This design comes from an exercise in tuning for small area on the open sky130 flow, not from production work. Function was checked by simulation only, so behaviour that the tests miss may differ from the original.

==> flow/design.v (excerpt) <==
module arm_pipe_top (
    input clk,
    input rst_n,
    output [6:0] imem_addr,
    input [31:0] imem_rdata,
    output dmem_we,
    output [6:0] dmem_addr,
    output [31:0] dmem_wdata,
    input [31:0] dmem_rdata,
    output [31:0] status,
    input [3:0] reg_addr,
    output [31:0] reg_output
);
Settings: LEC_CHECK=0, CAP_MARGIN=20, CELL_PAD_IN_SITES_DETAIL_PLACEMENT=2, CELL_PAD_IN_SITES_GLOBAL_PLACEMENT=2, CORE_MARGIN=2, CORE_UTILIZATION=30, PLACE_DENSITY=0.5, SLEW_MARGIN=20; clock period 15.0 ns.
standard.sh (not shown) runs the stock make flow with config.mk's settings and CLKGATE_MAP_FILE= SYNTH_SCRIPT=/design/flow/synth_recipe.tcl, a recipe that flattens the netlist after the stock synthesis.
==> flow/flow/run.sh <==
#!/bin/bash
# The standard layout (standard.sh), with these changes to how it is made:
#  - ABC maps the logic with an area-oriented script (flow/abc.script) instead
#    of the delay-oriented one, without buffering or sizing at synthesis;
#    placement, CTS and global-route repair still fix slew, capacitance and timing;
#  - port buffers use the smallest buffer cell (every port is still buffered);
#  - CTS clusters more sinks per buffer and inserts no dummy loads.
set -euo pipefail
here=$(pwd)
rm -rf "$here/scripts_area"
cp -r "$FLOW_HOME/scripts" "$here/scripts_area"
cp "$here/flow/abc.script" "$here/scripts_area/abc_speed.script"
bash standard.sh SCRIPTS_DIR="$here/scripts_area" \
  BUFFER_PORTS_ARGS="-buffer_cell sky130_fd_sc_hd__buf_1" \
  CTS_ARGS="-sink_clustering_enable -repair_clock_nets -dont_use_dummy_load -buf_list sky130_fd_sc_hd__clkbuf_8 -sink_clustering_size 16 -sink_clustering_max_diameter 50" \
  finish > "$here/flow_make.log" 2>&1
==> flow/flow/abc.script <==
strash
&get -n
&fraig -x
&put
scorr
dc2
strash
dch -f
dc2
strash
&get -n
&dch -f
&nf -R 2000 -a
&put
Edit:
--- a/flow/flow/run.sh
+++ b/flow/flow/run.sh
@@ -15 +15 @@
-  CTS_ARGS="-sink_clustering_enable -repair_clock_nets -dont_use_dummy_load -buf_list sky130_fd_sc_hd__clkbuf_8 -sink_clustering_size 16 -sink_clustering_max_diameter 50" \
+  CTS_ARGS="-sink_clustering_enable -repair_clock_nets -dont_use_dummy_load -sink_clustering_size 25 -sink_clustering_max_diameter 80" \
The new run went through all stages and came out clean.
Final area hardly moves.
Sequential cell count does not change.
Synthesized cell count does not change.
Sequential share of layout area hardly moves.
Via count went down slightly.
Hold slack gains 0.010 ns.
Non-clock buffer count fell by 2.
Critical path depth shrinks by 2.
Setup slack improved by 0.059 ns.


arm_pipe_top, a different RTL version from the one above (not shown whole).
For scale: roughly 4,700 cells after synthesis, about 180 I/O pins, roughly 0.043 mm^2 of cells after synthesis.
Settings: LEC_CHECK=0, CAP_MARGIN=20, CELL_PAD_IN_SITES_DETAIL_PLACEMENT=2, CELL_PAD_IN_SITES_GLOBAL_PLACEMENT=2, CORE_MARGIN=2, CORE_UTILIZATION=33, PLACE_DENSITY=0.5, SLEW_MARGIN=20; clock period 15.0 ns.
==> flow/flow/run.sh <==
#!/bin/bash
# The standard layout (standard.sh), with these changes to how it is made:
#  - ABC maps the logic with an area-oriented script (flow/abc.script) instead
#    of the delay-oriented one, without buffering or sizing at synthesis;
#    placement, CTS and global-route repair still fix slew, capacitance and timing;
#  - port buffers use the smallest buffer cell (every port is still buffered);
#  - CTS uses clkbuf_8 with small sink clusters and inserts no dummy loads.
set -euo pipefail
here=$(pwd)
rm -rf "$here/scripts_area"
cp -r "$FLOW_HOME/scripts" "$here/scripts_area"
cp "$here/flow/abc.script" "$here/scripts_area/abc_speed.script"
bash standard.sh SCRIPTS_DIR="$here/scripts_area" \
  BUFFER_PORTS_ARGS="-buffer_cell sky130_fd_sc_hd__buf_1" \
  CTS_ARGS="-sink_clustering_enable -repair_clock_nets -dont_use_dummy_load -buf_list sky130_fd_sc_hd__clkbuf_8 -sink_clustering_size 16 -sink_clustering_max_diameter 50" \
  finish > "$here/flow_make.log" 2>&1
==> flow/flow/abc.script <==
strash
&get -n
&fraig -x
&put
scorr
dc2
strash
dch -f
dc2
strash
&get -n
&synch2
&nf -R 2000
&put
strash
&get -n
&synch2
&nf -R 2000
&put
strash
&get -n
&synch2
&nf -R 2000
&put
==> next run, changes <==
--- a/flow/flow/run.sh
+++ b/flow/flow/run.sh
@@ -6,3 +6,3 @@
 #  - port buffers use the smallest buffer cell (every port is still buffered);
-#  - CTS uses clkbuf_8 with small sink clusters and inserts no dummy loads.
+#  - CTS clusters more sinks per buffer and inserts no dummy loads.
 set -euo pipefail
@@ -14,3 +14,3 @@
   BUFFER_PORTS_ARGS="-buffer_cell sky130_fd_sc_hd__buf_1" \
-  CTS_ARGS="-sink_clustering_enable -repair_clock_nets -dont_use_dummy_load -buf_list sky130_fd_sc_hd__clkbuf_8 -sink_clustering_size 16 -sink_clustering_max_diameter 50" \
+  CTS_ARGS="-sink_clustering_enable -repair_clock_nets -dont_use_dummy_load -sink_clustering_size 25 -sink_clustering_max_diameter 80" \
   finish > "$here/flow_make.log" 2>&1
CORE_UTILIZATION = 45   (was 33)
PLACE_DENSITY = 0.6   (was 0.5)
Outcome:
- The new run aborted during global routing (5_1_grt) on GRT-0232
- area after synthesis is unchanged
- synthesized cell count does not change

static timing again, ports no longer ideal:
No port has a modelled driver above. Below, the same layouts with a new extraction and two added sets of constraints.
Step 1: set_driving_cell puts a clkbuf_16 on clk and a buf_2 on each other input, an assumption about the parent block.
Step 2 adds t to the input delays and takes it off the output delays; t is the mean of the earliest and latest rising clock arrival at the registers after step 1. Input paths then give back, and output paths get back, about the clock's delay inside the block.
Slacks: ideal / step 1 / step 2; pairs: ideal / step 1.
| run | t, ns | setup slack, ns | worst setup path after step 2 | slew at the worst register clock pin (ns) | cell pins on the clock port's net |
|---|---|---|---|---|---|
| the first run of note 1 | 0.941 | 0.591 / 0.591 / 0.591 | register to register | 0.10 / 0.10 | 1 |
| the second run of note 1 | 0.773 | 0.651 / 0.651 / 0.651 | register to register | 0.10 / 0.10 | 1 |
| the first run of note 2 | 0.940 | 0.419 / 0.419 / 0.419 | register to register | 0.11 / 0.11 | 1 |
After both steps every run listed still meets setup and hold.
